What follows belongs to an exercise in optimizing a design on an open flow for small area, a short achievable clock period and few clock cycles; a production flow would make more cautious choices. Function was checked by simulation only, so behaviour that the tests miss may differ from the original. No activity file was given, so power comes from the tool's default toggle rates.

run A:
Design RV32Core, start of the top module:
module RV32Core(
    input wire CPU_CLK,
    input wire CPU_RST,
    output wire [31:0] IMemAddr,
    input wire [31:0] IMemData,
    output wire [31:0] DMemAddr,
    output wire [3:0] DMemWE,
    output wire [31:0] DMemWD,
    input wire [31:0] DMemRD
    );
export LEC_CHECK = 0
export CAP_MARGIN = 20
export CORE_MARGIN = 2
export CORE_UTILIZATION = 60
export CTS_CLUSTER_DIAMETER = 100
export CTS_CLUSTER_SIZE = 24
export PLACE_DENSITY = 0.68
export SETUP_SLACK_MARGIN = 0.4
export SLEW_MARGIN = 20
create_clock -name core_clock -period 17.0 [get_ports {CPU_CLK}]
standard.sh (not shown) runs the stock make flow with config.mk's settings and CLKGATE_MAP_FILE= SYNTH_SCRIPT=/design/flow/synth_recipe.tcl, a recipe that flattens the netlist after the stock synthesis.
==> flow/flow/run.sh <==
#!/bin/bash
set -euo pipefail
bash standard.sh SETUP_SLACK_MARGIN=12.5 TNS_END_PERCENT=0 finish > standard_flow.log 2>&1
Testbench counts of run A, summed over its fixed seeds: cycles 70,777.
## Diff of input files: run B against run A
diff --git a/flow/config.mk b/flow/config.mk
--- a/flow/config.mk
+++ b/flow/config.mk
@@ -8,8 +8,7 @@
 export CAP_MARGIN = 20
 export CORE_MARGIN = 2
-export CORE_UTILIZATION = 60
+export CORE_UTILIZATION = 30
 export CTS_CLUSTER_DIAMETER = 100
 export CTS_CLUSTER_SIZE = 24
-export PLACE_DENSITY = 0.68
 export SETUP_SLACK_MARGIN = 0.4
 export SLEW_MARGIN = 20
Findings:
What run A reported for number of cells upsized or downsized after cts has to be multiplied by 1.12 to get the figure for run B. On worst hold slack, run A and run B are basically level. Of run A and run B, the higher cell area after layout belongs to run B. Between run A and run B, the stage delay of the slowest cell on the critical path is higher for run B. Relative to run A, die boundary width has gone up in run B.
Changes in run C relative to run B:
diff --git a/flow/config.mk b/flow/config.mk
--- a/flow/config.mk
+++ b/flow/config.mk
@@ -9,6 +9,4 @@
 export CORE_MARGIN = 2
 export CORE_UTILIZATION = 30
-export CTS_CLUSTER_DIAMETER = 100
-export CTS_CLUSTER_SIZE = 24
 export SETUP_SLACK_MARGIN = 0.4
 export SLEW_MARGIN = 20
- Run C ran to completion and came out clean on the timing, DRC and antenna checks.
- Via count of the first global-routing pass: higher on run C
- [compare] base=run B new=run C: total routed wirelength +about 1%, post-synthesis instance area shows no meaningful change, floorplan die height held, post-route total power went up 0.0014 W, global-route wire length before repair now larger.
- Diff run B -> run C: power per cell area now sits higher; fraction of power spent switching nets down 1.9 points.
- Of run B and run C, the run reporting the lower period utilization was run C.
The following lists how run D was set up differently from run C:
diff --git a/flow/config.mk b/flow/config.mk
--- a/flow/config.mk
+++ b/flow/config.mk
@@ -8,5 +8,7 @@
 export CAP_MARGIN = 20
 export CORE_MARGIN = 2
-export CORE_UTILIZATION = 30
+export CORE_UTILIZATION = 55
+export CTS_CLUSTER_DIAMETER = 100
+export CTS_CLUSTER_SIZE = 24
 export SETUP_SLACK_MARGIN = 0.4
 export SLEW_MARGIN = 20
- Between run C and run D, met1 usage increased.
- The core of run D is more densely filled than that of run C.
- Looking at post-route fraction of the period consumed by the critical path, run D sits 0.31 points above run C.
- Looking at clock buffer count from CTS across run D and run C, the one that comes out lower is run D.
- Run C → run D: arrival time reported for the critical path endpoint fell 0.08 ns, chip width fell 26%, total power fell 15%.
- Of the two values seen for capture point of the worst path, regAE[7]$_DFF_P_ was produced by run C and regAE[11]$_DFF_P_ by run D.
- After detailed routing, run C needs more wire than run D.

## build 80
Starting RTL as in the previous note.
Settings: LEC_CHECK=0, CAP_MARGIN=20, CORE_MARGIN=2, CORE_UTILIZATION=50, CTS_CLUSTER_DIAMETER=100, CTS_CLUSTER_SIZE=24, PLACE_DENSITY=0.7, SETUP_SLACK_MARGIN=0.4, SLEW_MARGIN=20; clock period 17.0 ns.
Scripts as last shown in full above: flow/flow/run.sh
Build 80 reached the end of the flow, and the finished layout is clean on the timing, DRC and antenna checks.
Testbench counts of build 80, summed over its fixed seeds: cycles 70,777.
--- input diff build 80..build 25 ---
- CORE_UTILIZATION changed from 50 to 30
### Flow results
Compared with build 80, build 25 shows die area that has gone up by more than half.
Achievable clock frequency ended up about 0.33% higher on build 25 than on build 80.
Compared with build 80, in build 25 overall power after layout moved up; final cell count moved up.
Routed wire in build 25 totals more than in build 80.
Maximum resistive drop on vdd: build 25 lower than build 80
Changes in build 85 relative to build 25:
- swapping 30 for 50 in CORE_UTILIZATION
- clearing PLACE_DENSITY, which used to be 0.7
Results
Build 85 reports its end of the critical path as regAE[1]$_DFF_P_ while build 25 reports regAE[5]$_DFF_P_. Compare build 25 and build 85 | wire length per cell higher: build 85. Changes observed in build 85 relative to build 25: initial antenna violation count went down, deepest level of the CTS H-tree held steady, number of logic stages on the critical path including buffering fell by 1.
The inputs of build 79 differ from those of build 85 as listed below.
- a change of CTS_CLUSTER_SIZE from 24 to 20
- a change of CORE_UTILIZATION from 50 to 30
Comparing build 79 and build 85, the higher delay of the slowest cell on the worst path is on build 79. Count of clock-net buffers in the final layout, build 79 vs build 85: up by more than a quarter. As far as switching part of the total is concerned, build 85 and build 79 perform about the same.

== before ==
The RTL this note starts from:
==> flow/design.v <==
`timescale 1ns / 1ps
module ALU(
    input wire [31:0] a,
    input wire [31:0] b,
    input wire sub,            
    input wire sel_sum,        
    input wire sel_sll,
    input wire sel_srl,        
    input wire sra,
    input wire sel_xor,
    input wire sel_or,
    input wire sel_and,
    input wire sel_slt,
    input wire sel_sltu,
    input wire sel_link,
    input wire [31:0] link,
    output wire [31:0] sum,
    output wire lt,
    output wire ltu,
    output wire eq,
    output wire [31:0] out
    );
    wire [31:0] bx = sub ? ~b : b;
    wire [32:0] s = {1'b0, a} + {1'b0, bx} + {32'b0, sub};
    assign sum = s[31:0];
    assign ltu = ~s[32];
    assign lt = (a[31] ^ b[31]) ? a[31] : s[31];
    assign eq = (a == b);
    wire [4:0] sh = b[4:0];
    wire [31:0] sll = a << sh;
    wire [31:0] srl = $signed({sra & a[31], a}) >>> sh;
    assign out = ({32{sel_sum}} & sum)
               | ({32{sel_sll}} & sll)
               | ({32{sel_srl}} & srl)
               | ({32{sel_xor}} & (a ^ b))
               | ({32{sel_or}}  & (a | b))
               | ({32{sel_and}} & (a & b))
               | {31'b0, (sel_slt & lt) | (sel_sltu & ltu)}
               | ({32{sel_link}} & link);
endmodule
`timescale 1ns / 1ps
module RegisterFile(
    input wire clk,
    input wire rst,
    input wire we,
    input wire [4:0] wa,
    input wire [31:0] wd,
    input wire [4:0] ra1,
    input wire [4:0] ra2,
    output wire [31:0] rd1,
    output wire [31:0] rd2
    );
    reg [31:0] rf [1:31];
    reg [31:1] vld;
    always @(posedge clk)
        if (we && wa != 5'd0) rf[wa] <= wd;
    always @(posedge clk or posedge rst)
        if (rst) vld <= 31'b0;
        else if (we && wa != 5'd0) vld[wa] <= 1'b1;
    wire [31:0] v = {vld, 1'b0};
    assign rd1 = (ra1 != 5'd0 && v[ra1]) ? rf[ra1] : 32'b0;
    assign rd2 = (ra2 != 5'd0 && v[ra2]) ? rf[ra2] : 32'b0;
endmodule
`timescale 1ns / 1ps
module RV32Core(
    input wire CPU_CLK,
    input wire CPU_RST,
    output wire [31:0] IMemAddr,
    input wire [31:0] IMemData,
    output wire [31:0] DMemAddr,
    output wire [3:0] DMemWE,
    output wire [31:0] DMemWD,
    input wire [31:0] DMemRD
    );
    wire clk = CPU_CLK;
    wire rst = CPU_RST;
    reg  [12:0] pcF;
    reg         validD;
    reg  [12:0] pcD;
    reg         validE;
    reg  [4:0]  rdE;
    reg         wrE, ldE, stE, brE, jalrE, predE;
    reg  [2:0]  f3E;
    reg  [12:0] altE;
    reg  [31:0] immE, regAE, regBE;
    reg         aR_E, aM_E, aW_E, aAlt_E;
    reg         bR_E, bM_E, bW_E, bImm_E;
    reg         subE, sSum_E, sSll_E, sSrl_E, sraE, sXor_E, sOr_E, sAnd_E, sSlt_E, sSltu_E, sLink_E;
    reg  [31:0] resM, stdM;
    reg  [3:0]  weM;
    reg  [4:0]  rdM;
    reg         wrM, ldM;
    reg  [2:0]  f3M;
    reg  [31:0] resW;
    reg  [4:0]  rdW;
    reg         wrW, ldW;
    reg  [2:0]  f3W;
    reg  [1:0]  a10W;
    assign IMemAddr = {17'b0, pcF, 2'b00};
    wire [31:0] ins = IMemData;
    wire [4:0] op  = ins[6:2];
    wire [2:0] f3  = ins[14:12];
    wire [4:0] rdD  = ins[11:7];
    wire [4:0] rs1D = ins[19:15];
    wire [4:0] rs2D = ins[24:20];
    wire isLUI   = (op == 5'b01101);
    wire isAUIPC = (op == 5'b00101);
    wire isJAL   = (op == 5'b11011);
    wire isJALR  = (op == 5'b11001);
    wire isBR    = (op == 5'b11000);
    wire isLD    = (op == 5'b00000);
    wire isST    = (op == 5'b01000);
    wire isOPI   = (op == 5'b00100);
    wire isOP    = (op == 5'b01100);
    wire use1 = isJALR | isBR | isLD | isST | isOPI | isOP;
    wire use2 = isBR | isST | isOP;
    wire wrD  = (isLUI | isAUIPC | isJAL | isJALR | isLD | isOPI | isOP) & (rdD != 5'd0);
    wire hazE = validE & ldE & ((use1 & (rs1D == rdE)) | (use2 & (rs2D == rdE)));
    wire hazM = ldM & ((use1 & (rs1D == rdM)) | (use2 & (rs2D == rdM)));
    wire stallD = validD & (hazE | hazM);
    wire [31:0] immI = {{20{ins[31]}}, ins[31:20]};
    wire [31:0] immS = {{20{ins[31]}}, ins[31:25], ins[11:7]};
    wire [31:0] immU = {ins[31:12], 12'b0};
    wire [12:0] immBw = {ins[31], ins[31], ins[31], ins[7], ins[30:25], ins[11:9]};
    wire [12:0] immJw = {ins[14:12], ins[20], ins[30:22]};
    wire [12:0] brT  = pcD + immBw;
    wire [12:0] jalT = pcD + immJw;
    wire predD  = isBR & ins[31];                
    wire idRedir = validD & ~stallD & (isJAL | predD);
    wire [12:0] idTarget = isJAL ? jalT : brT;
    wire [31:0] rf1, rf2, wbData;
    RegisterFile RegisterFile1(
        .clk(clk), .rst(rst),
        .we(wrW), .wa(rdW), .wd(wbData),
        .ra1(rs1D), .ra2(rs2D),
        .rd1(rf1), .rd2(rf2));
    wire bypA = wrW & (rdW == rs1D);
    wire bypB = wrW & (rdW == rs2D);
    wire [31:0] regAD = bypA ? wbData : rf1;
    wire [31:0] regBD = bypB ? wbData : rf2;
    wire fA_M = use1 & wrE & validE & (rdE == rs1D);
    wire fA_W = use1 & wrM & (rdM == rs1D) & ~fA_M;
    wire fB_M = use2 & wrE & validE & (rdE == rs2D);
    wire fB_W = use2 & wrM & (rdM == rs2D) & ~fB_M;
    wire useImm = ~(isOP | isBR);
    wire [31:0] immD = isST ? immS : ((isLUI | isAUIPC) ? immU : immI);
    wire [12:0] altD = isAUIPC ? pcD : ((isBR & ~predD) ? brT : pcF);
    wire opx = isOP | isOPI;
    wire [31:0] altX = {17'b0, altE, 2'b00};
    wire [31:0] fwdA = ({32{aR_E}} & regAE) | ({32{aM_E}} & resM) | ({32{aW_E}} & resW) | ({32{aAlt_E}} & altX);
    wire [31:0] fwdB = ({32{bR_E}} & regBE) | ({32{bM_E}} & resM) | ({32{bW_E}} & resW);
    wire [31:0] op2  = bImm_E ? immE : fwdB;
    wire [31:0] sum, aluOut;
    wire lt, ltu, eq;
    ALU ALU1(
        .a(fwdA), .b(op2), .sub(subE),
        .sel_sum(sSum_E), .sel_sll(sSll_E), .sel_srl(sSrl_E), .sra(sraE),
        .sel_xor(sXor_E), .sel_or(sOr_E), .sel_and(sAnd_E),
        .sel_slt(sSlt_E), .sel_sltu(sSltu_E), .sel_link(sLink_E), .link(altX),
        .sum(sum), .lt(lt), .ltu(ltu), .eq(eq), .out(aluOut));
    wire cond = (f3E[2] ? (f3E[1] ? ltu : lt) : eq) ^ f3E[0];
    wire exRedir = validE & ((brE & (cond ^ predE)) | jalrE);
    wire [12:0] exTarget = jalrE ? sum[14:2] : altE;
    wire [31:0] stData = fwdB << {sum[1:0], 3'b000};
    wire [3:0] stMask = (f3E[1:0] == 2'b00) ? 4'b0001 : ((f3E[1:0] == 2'b01) ? 4'b0011 : 4'b1111);
    assign DMemAddr = resM;
    assign DMemWE   = weM;
    assign DMemWD   = stdM;
    wire [31:0] ldS = DMemRD >> {a10W, 3'b000};
    wire [31:0] ldV = f3W[1] ? DMemRD :
                      (f3W[0] ? {{16{~f3W[2] & ldS[15]}}, ldS[15:0]}
                              : {{24{~f3W[2] & ldS[7]}}, ldS[7:0]});
    assign wbData = ldW ? ldV : resW;
    always @(posedge clk or posedge rst)
        if (rst) begin
            pcF    <= 13'd0;
            validD <= 1'b0;
            validE <= 1'b0;
        end else begin
            pcF    <= exRedir ? exTarget : (stallD ? pcD : (idRedir ? idTarget : pcF + 13'd1));
            validD <= ~exRedir & ~idRedir & ~stallD;
            validE <= validD & ~stallD & ~exRedir;
        end
    always @(posedge clk) begin
        pcD <= pcF;
        rdE   <= rdD;
        wrE   <= wrD;
        ldE   <= isLD;
        stE   <= isST;
        brE   <= isBR;
        jalrE <= isJALR;
        predE <= predD;
        f3E   <= f3;
        altE  <= altD;
        immE  <= immD;
        regAE <= regAD;
        regBE <= regBD;
        aM_E  <= fA_M;
        aW_E  <= fA_W;
        aR_E  <= ~fA_M & ~fA_W & ~isLUI & ~isAUIPC;
        aAlt_E <= isAUIPC;
        bM_E  <= fB_M;
        bW_E  <= fB_W;
        bR_E  <= ~fB_M & ~fB_W;
        bImm_E <= useImm;
        subE    <= isBR | (isOP & (f3 == 3'b000) & ins[30]) | (opx & (f3[2:1] == 2'b01));
        sSum_E  <= (opx & (f3 == 3'b000)) | isLD | isST | isLUI | isAUIPC;
        sSll_E  <= opx & (f3 == 3'b001);
        sSrl_E  <= opx & (f3 == 3'b101);
        sraE    <= ins[30];
        sXor_E  <= opx & (f3 == 3'b100);
        sOr_E   <= opx & (f3 == 3'b110);
        sAnd_E  <= opx & (f3 == 3'b111);
        sSlt_E  <= opx & (f3 == 3'b010);
        sSltu_E <= opx & (f3 == 3'b011);
        sLink_E <= isJAL | isJALR;
        resM <= aluOut;
        stdM <= stData;
        weM  <= (validE & stE) ? (stMask << sum[1:0]) : 4'b0000;
        rdM  <= rdE;
        wrM  <= validE & wrE;
        ldM  <= validE & ldE;
        f3M  <= f3E;
        resW <= resM;
        rdW  <= rdM;
        wrW  <= wrM;
        ldW  <= ldM;
        f3W  <= f3M;
        a10W <= resM[1:0];
    end
endmodule
==> flow/config.mk <==
export PLATFORM = sky130hd
export DESIGN_NAME = RV32Core
export DESIGN_NICKNAME = RV32Core
export VERILOG_FILES = /design/flow/design.v
export SDC_FILE = /design/flow/constraint.sdc
export NUM_CORES = 4
export LEC_CHECK = 0
export CAP_MARGIN = 20
export CORE_MARGIN = 2
export CORE_UTILIZATION = 30
export SETUP_SLACK_MARGIN = 0.4
export SLEW_MARGIN = 20
==> flow/constraint.sdc <==
create_clock -name core_clock -period 17.0 [get_ports {CPU_CLK}]
set_input_delay 3.4000 -clock core_clock [delete_from_list [all_inputs] [get_ports {CPU_CLK}]]
set_output_delay 3.4000 -clock core_clock [all_outputs]
set_load 0.01 [all_outputs]
run.sh (not shown) runs the stock make flow with config.mk's settings and CLKGATE_MAP_FILE= SYNTH_SCRIPT=/design/flow/synth_recipe.tcl, a recipe that flattens the netlist after the stock synthesis.
Stock flow here: none of the scripts above is used.
before went all the way through synthesis, placement and routing and the layout is clean on timing, DRC and antenna.
Testbench counts of before, summed over its fixed seeds: cycles 73,844.
Here is what was changed in the inputs of after compared with before.
Settings: ABC_CLOCK_PERIOD_IN_PS newly set to 5000.
Notes after the runs:
Delta (after minus before): maximum clock rate was more or less identical, routability congestion estimate from global placement saw little to no change, final setup violation count neither gained nor lost much, register area share after synthesis essentially unchanged.
after -> before: total via count after detailed routing flat
Compared with before, in after synthesized cell count roughly the same; instance count along the most critical hold path roughly the same.

==> what the ideal ports hide <==
No port has a modelled driver above. Below, the same layouts with a new extraction and two added sets of constraints. Step 1, drivers: a clkbuf_16 drives CPU_CLK and a buf_2 each remaining input, both assumed. Step 2 also shifts input and output timing later by t, the mid clock arrival at the registers, as if the neighbouring blocks saw the same clock. Three values: no drivers, after step 1, after step 2; two values: the first two.
run | shift t [ns] | slack for setup (ns) | latest minus earliest clock arrival (ns) | cell pins on the clock port's net
run A | 0.776 | 11.824 / 11.857 / 11.081 | 0.092 / 0.092 | 1
run B | 0.809 | 11.672 / 11.725 / 10.915 | 0.083 / 0.083 | 1
run C | 0.886 | 11.731 / 11.796 / 10.910 | 0.037 / 0.036 | 1
run D | 0.770 | 11.678 / 11.732 / 10.963 | 0.052 / 0.051 | 1
build 80 | 0.792 | 11.819 / 11.873 / 11.081 | 0.061 / 0.060 | 1
build 25 | 0.834 | 11.836 / 11.872 / 11.053 | 0.073 / 0.073 | 1
build 85 | 0.800 | 11.948 / 11.989 / 11.189 | 0.104 / 0.104 | 1
build 79 | 0.845 | 11.620 / 11.686 / 10.842 | 0.063 / 0.063 | 1
before | 0.853 | 9.561 / 9.548 / 8.695 | 0.039 / 0.039 | 1
after | 0.853 | 9.561 / 9.548 / 8.695 | 0.039 / 0.039 | 1
After both steps every run listed still meets setup and hold.
